This design comes from an exercise in tuning for small area and a short achievable clock period on the open sky130 flow, not from production work.
In this exercise RTL edits were held to simulation tests only and were not proved equivalent to the original.
Power is estimated from default activity; no workload was simulated.

Setup of v15:
// execute
module execute (
    input logic clk,
    input logic rst_n,
    input logic [31:0] instr_addr,  
    input logic [4:0] op_type,  
    input logic [6:0] op_spec,  
    input logic [4:0] rd_ind,  
    input logic [31:0] rs1_dat,  
    input logic [31:0] rs2_dat,  
    input logic [31:0] imm_val,  
    output logic [4:0] e_op_type,
    output logic [6:0] e_op_spec,
    output logic [4:0] e_rd_ind,
    output logic [31:0] e_reg_dat,
    output logic [31:0] e_jmp_addr,
    output logic e_jmp_tk,
    input logic flush,
    output logic [31:0] mem_addr_out,  
    output logic [31:0] mem_dat_out,  
    output logic mem_read_en,  
    output logic mem_write_en,  
    input logic stall_in_bk,  
    input logic stall_in_ft,  
    output logic stall_out_ft  
);
    localparam int K = 13;
    logic t_ar, t_mem, t_br, t_jmp;
    assign t_ar  = (op_type == 5'd0);
    assign t_mem = (op_type == 5'd1);
    assign t_br  = (op_type == 5'd2);
    assign t_jmp = (op_type == 5'd3);
    logic [5:0] sp;
  ...
For scale: about 10,000 cells after synthesis, ~120 flip-flops, about 55,000 um2 of cells after synthesis.
Settings: LEC_CHECK=0, ABC_AREA=1, CAP_MARGIN=20, CORE_MARGIN=2, CORE_UTILIZATION=40, SLEW_MARGIN=20; clock period 110.0 ns.
standard.sh (not shown) runs the stock make flow with config.mk's settings and CLKGATE_MAP_FILE= SYNTH_SCRIPT=/design/flow/synth_recipe.tcl, a recipe that flattens the netlist after the stock synthesis.
==> flow/flow/run.sh <==
#!/bin/bash
# The standard layout, except that the port buffers (one per input and output
# port, as standard) use buf_1 cells.
set -euo pipefail
W=$(pwd)
bash "$W/standard.sh" "BUFFER_PORTS_ARGS=-buffer_cell sky130_fd_sc_hd__buf_1" finish > "$W/flow_make.log" 2>&1
Changes in v10 relative to v15:
--- a/flow/design.v
+++ b/flow/design.v
@@ -273,15 +273,15 @@
     output logic [31:0] mem_dat_out,  
     output logic mem_read_en,  
     output logic mem_write_en,  
     input logic stall_in_bk,  
     input logic stall_in_ft,  
     output logic stall_out_ft  
 );
-    localparam int K = 13;
+    localparam int K = 12;
     logic t_ar, t_mem, t_br, t_jmp;
     assign t_ar  = (op_type == 5'd0);
     assign t_mem = (op_type == 5'd1);
     assign t_br  = (op_type == 5'd2);
     assign t_jmp = (op_type == 5'd3);
     logic [5:0] sp;
     assign sp = op_spec[5:0];
Results
Layout overhead on the synthesized area (higher): v10. Worst setup slack before clock tree synthesis down 1.67 ns in v10 wrt v15. Logic gate share of total power, v15 and v10: larger value in v10. Total power of v10 is higher than that of v15. Going from v15 to v10, count of filler cells inserted in the layout shrank slightly. v10 vs v15, post-route fraction of the period consumed by the critical path went up by 1.2 points. v10 against v15: post-synthesis adder-cell area fraction did not really move; number of non-clock buffers in the layout now sits higher; core region area went down 1500 um2; synthesized area now smaller. The non-clock buffer area fraction after layout was comparable across v15 and v10. Compared with v15, v10 degrades worst setup slack. v15 was routed with fewer vias than v10.

========
RTL: one of the versions met above, not the one the previous note started from.
Size: roughly 120 flip-flops, roughly 300 I/O pins, about 55000 sq um of cells after synthesis.
==> flow/config.mk <==
export PLATFORM = sky130hd
export DESIGN_NAME = execute
export DESIGN_NICKNAME = execute
export VERILOG_FILES = /design/flow/design.v
export SDC_FILE = /design/flow/constraint.sdc
export NUM_CORES = 4
export LEC_CHECK = 0
export ABC_AREA = 1
export CAP_MARGIN = 20
export CORE_MARGIN = 2
export CORE_UTILIZATION = 50
export PLACE_DENSITY = 0.65
export SLEW_MARGIN = 20
==> flow/constraint.sdc <==
create_clock -name core_clock -period 110.0 [get_ports {clk}]
set_input_delay 22.0000 -clock core_clock [delete_from_list [all_inputs] [get_ports {clk}]]
set_output_delay 22.0000 -clock core_clock [all_outputs]
set_load 0.01 [all_outputs]
run.sh (not shown) runs the stock make flow with config.mk's settings and CLKGATE_MAP_FILE= SYNTH_SCRIPT=/design/flow/synth_recipe.tcl, a recipe that flattens the netlist after the stock synthesis.
Stock flow here: none of the scripts above is used.
The first run finished clean.
Rerun with:
--- a/flow/design.v
+++ b/flow/design.v
@@ -210,16 +210,17 @@
     parameter int STYLE = 0
 ) (
     input  logic           div,
     input  logic [31:0]    acc_in,
     input  logic [31:0]    y,
     input  logic           ci,
     input  logic [JH:JL]   ssel,
     output logic [JH:JL]   q,
+    output logic [31:0]    acc_last,    
     output logic [31:0]    acc_out
 );
     logic [31:0] acc [JL:JH + 1];
     assign acc[JH + 1] = acc_in;
     for (genvar j = JH; j >= JL; --j) begin : g_row
         localparam int N = 32 - j;
         logic [N-1:0] r;
         logic co, sel;
@@ -229,16 +230,17 @@
         assign sel = div ? (co & ssel[j]) : ssel[j];
         assign q[j] = sel;
         if (j > 0) begin : g_lo
             assign acc[j] = {r, acc[j + 1][j-1:0]};
         end else begin : g_lo0
             assign acc[j] = r;
         end
     end
+    assign acc_last = acc[JL + 1];
     assign acc_out = acc[JL];
 endmodule
 module fadd #(
     parameter int N = 32
 ) (
     input  logic [N-1:0] x,
     input  logic [N-1:0] y,
     input  logic         ci,
@@ -355,16 +357,17 @@
     logic [31:0] acc_mid;
     md_rows #(.JH(31), .JL(K), .STYLE(3)) u_md_hi (
         .div(md_div),
         .acc_in(md_div ? (a ^ {32{a[31]}}) : 32'b0),
         .y(md_y),
         .ci(md_ci),
         .ssel(md_ssel[31:K]),
         .q(q_hi),
+        .acc_last(),
         .acc_out(acc_mid)
     );
     logic nq;
     assign nq = (a[31] ^ b[31]) & PO[5][31];
     logic [31:0] reg_dat, jmp_addr;
     logic jmp_tk;
     always_comb begin
         reg_dat = 32'b0;
@@ -440,44 +443,60 @@
     logic [31:0] r_f1, r_f2;
     logic r_jmp_tk, r_md;
     logic [31:K] r_q;
     logic [K-1:0] r_ss;
     logic r_div, r_shr, r_sh, r_sra, r_a31, r_nq, r_ci;
     assign {r_op_type, r_op_spec, r_rd_ind, r_f1, r_f2, r_jmp_tk, r_md, r_q, r_ss,
             r_div, r_shr, r_sh, r_sra, r_a31, r_nq, r_ci} = e_q;
     logic [K-1:0] q_lo;
+    logic [31:0] md_x0;
     logic [31:0] md_r;
     md_rows #(.JH(K - 1), .JL(0), .STYLE(3)) u_md_lo (
         .div(r_div),
         .acc_in(r_f1),
         .y(r_f2),
         .ci(r_ci),
         .ssel(r_ss),
         .q(q_lo),
+        .acc_last(md_x0),
         .acc_out(md_r)
     );
     logic [31:0] md_q;
     assign md_q = {r_q, q_lo};
-    logic [31:0] ex, ey, en;
-    assign ex = ~md_r;
-    assign ey = ~r_f2;
-    assign en[0] = (ex[0] ^ ey[0]) ~^ ~r_ci;
+    logic [31:0] eb1, eb2, et1, et2;
+    assign eb1 = r_f2;
+    assign eb2 = {r_f2[30:0], r_ci};
+    assign et1[0] = md_x0[0] ^ eb1[0] ^ r_ci;
+    assign et2[0] = md_x0[0] ^ eb2[0] ^ r_ci;
     for (genvar i = 1; i < 32; ++i) begin : g_e
-        assign en[i] = (ex[i] ^ ey[i]) ~^ (ex[i - 1] | ey[i - 1]);
+        assign et1[i] = md_x0[i] ^ eb1[i] ^ (md_x0[i - 1] & eb1[i - 1]);
+        assign et2[i] = md_x0[i] ^ eb2[i] ^ (md_x0[i - 1] & eb2[i - 1]);
     end
     logic e;
-    assign e = r_a31 & (&en);
-    logic [31:0] qx, qc, div_res, rem_res, md_rrev, md_res;
+    assign e = r_a31 & (q_lo[0] ? (&et2) : (&et1));
+    logic [31:0] qx, qx1, div_res, rem_res, md_rrev, md_res;
     logic qci;
     assign qx = md_q ^ {32{r_nq}};
     assign qci = r_nq ^ e;
-    logic [31:0] qx1;
-    pfx #(.N(32), .STYLE(0)) u_qc (.g({31'b0, qx[0]}), .p(qx), .c(qc));
-    assign qx1 = qx ^ {qc[30:0], 1'b1};
+    logic [31:0] QA [6];
+    assign QA[0] = {qx[30:1], 2'b11};    
+    for (genvar l = 0; l < 5; ++l) begin : g_ql
+        for (genvar i = 0; i < 32; ++i) begin : g_qb
+            if (((i >> l) & 1) == 1 && i > 0) begin : g_m
+                assign QA[l + 1][i] = QA[l][i] & QA[l][((i >> l) << l) - 1];
+            end else begin : g_p
+                assign QA[l + 1][i] = QA[l][i];
+            end
+        end
+    end
+    assign qx1[0] = ~qx[0];
+    for (genvar i = 1; i < 32; ++i) begin : g_qi
+        assign qx1[i] = qx[i] ^ (qx[0] & QA[5][i]);
+    end
     assign div_res = qci ? qx1 : qx;
     assign rem_res = r_a31 ? (e ? 32'b0 : ~md_r) : md_r;
     for (genvar i = 0; i < 32; ++i) begin : g_rrev
         assign md_rrev[i] = md_r[31 - i] ^ r_sra;
     end
     always_comb begin
         if (r_div) md_res = r_shr ? rem_res : div_res;
         else if (r_sh & r_shr) md_res = md_rrev;
Effect: Worst setup slack degrades by 3.0 ns; final area rises by about 2%; sequential power stays flat; routed wire length is higher by 1.8%; combinational power grows by about 3%; fmax is lower by 5.2%; first-iteration DRC count fell by 3.0%; register-to-register slack is worse by 0.60 ns; area after synthesis rose by about 3%; hold slack is about the same; critical path depth rises by 17; die area rises by 2.8%; clock power climbs by about 0.8%.

-- afterwards: timing with drivers on the ports --
The results above use ideal ports. As a check the final layouts listed here were re-extracted and re-timed, cells and wires unchanged.
Step 1 assumes that a clkbuf_16 drives the clock port and a buf_2 every other input.
Step 2 moves the port delays by t, midway between the first and last clock arrival at a register: inputs arrive t later, outputs are due t later. That takes back most of the time a late clock gives input paths.
Three values: ideal, step 1, step 2; two values: the first two.
run	t (ns)	setup WS [ns]	worst hold slack (ns)	latest minus earliest clock arrival (ns)
v15	0.567	55.720 / 55.657 / 56.223	0.472 / 0.472 / 0.472	0.023 / 0.023
v10	0.567	54.423 / 54.361 / 54.928	0.469 / 0.469 / 0.469	0.024 / 0.024
the first run of note 2	0.568	54.192 / 54.133 / 54.701	0.467 / 0.467 / 0.467	0.030 / 0.030
the second run of note 2	0.555	51.145 / 51.081 / 51.636	0.465 / 0.465 / 0.465	0.017 / 0.016
After both steps every run listed still meets setup and hold.
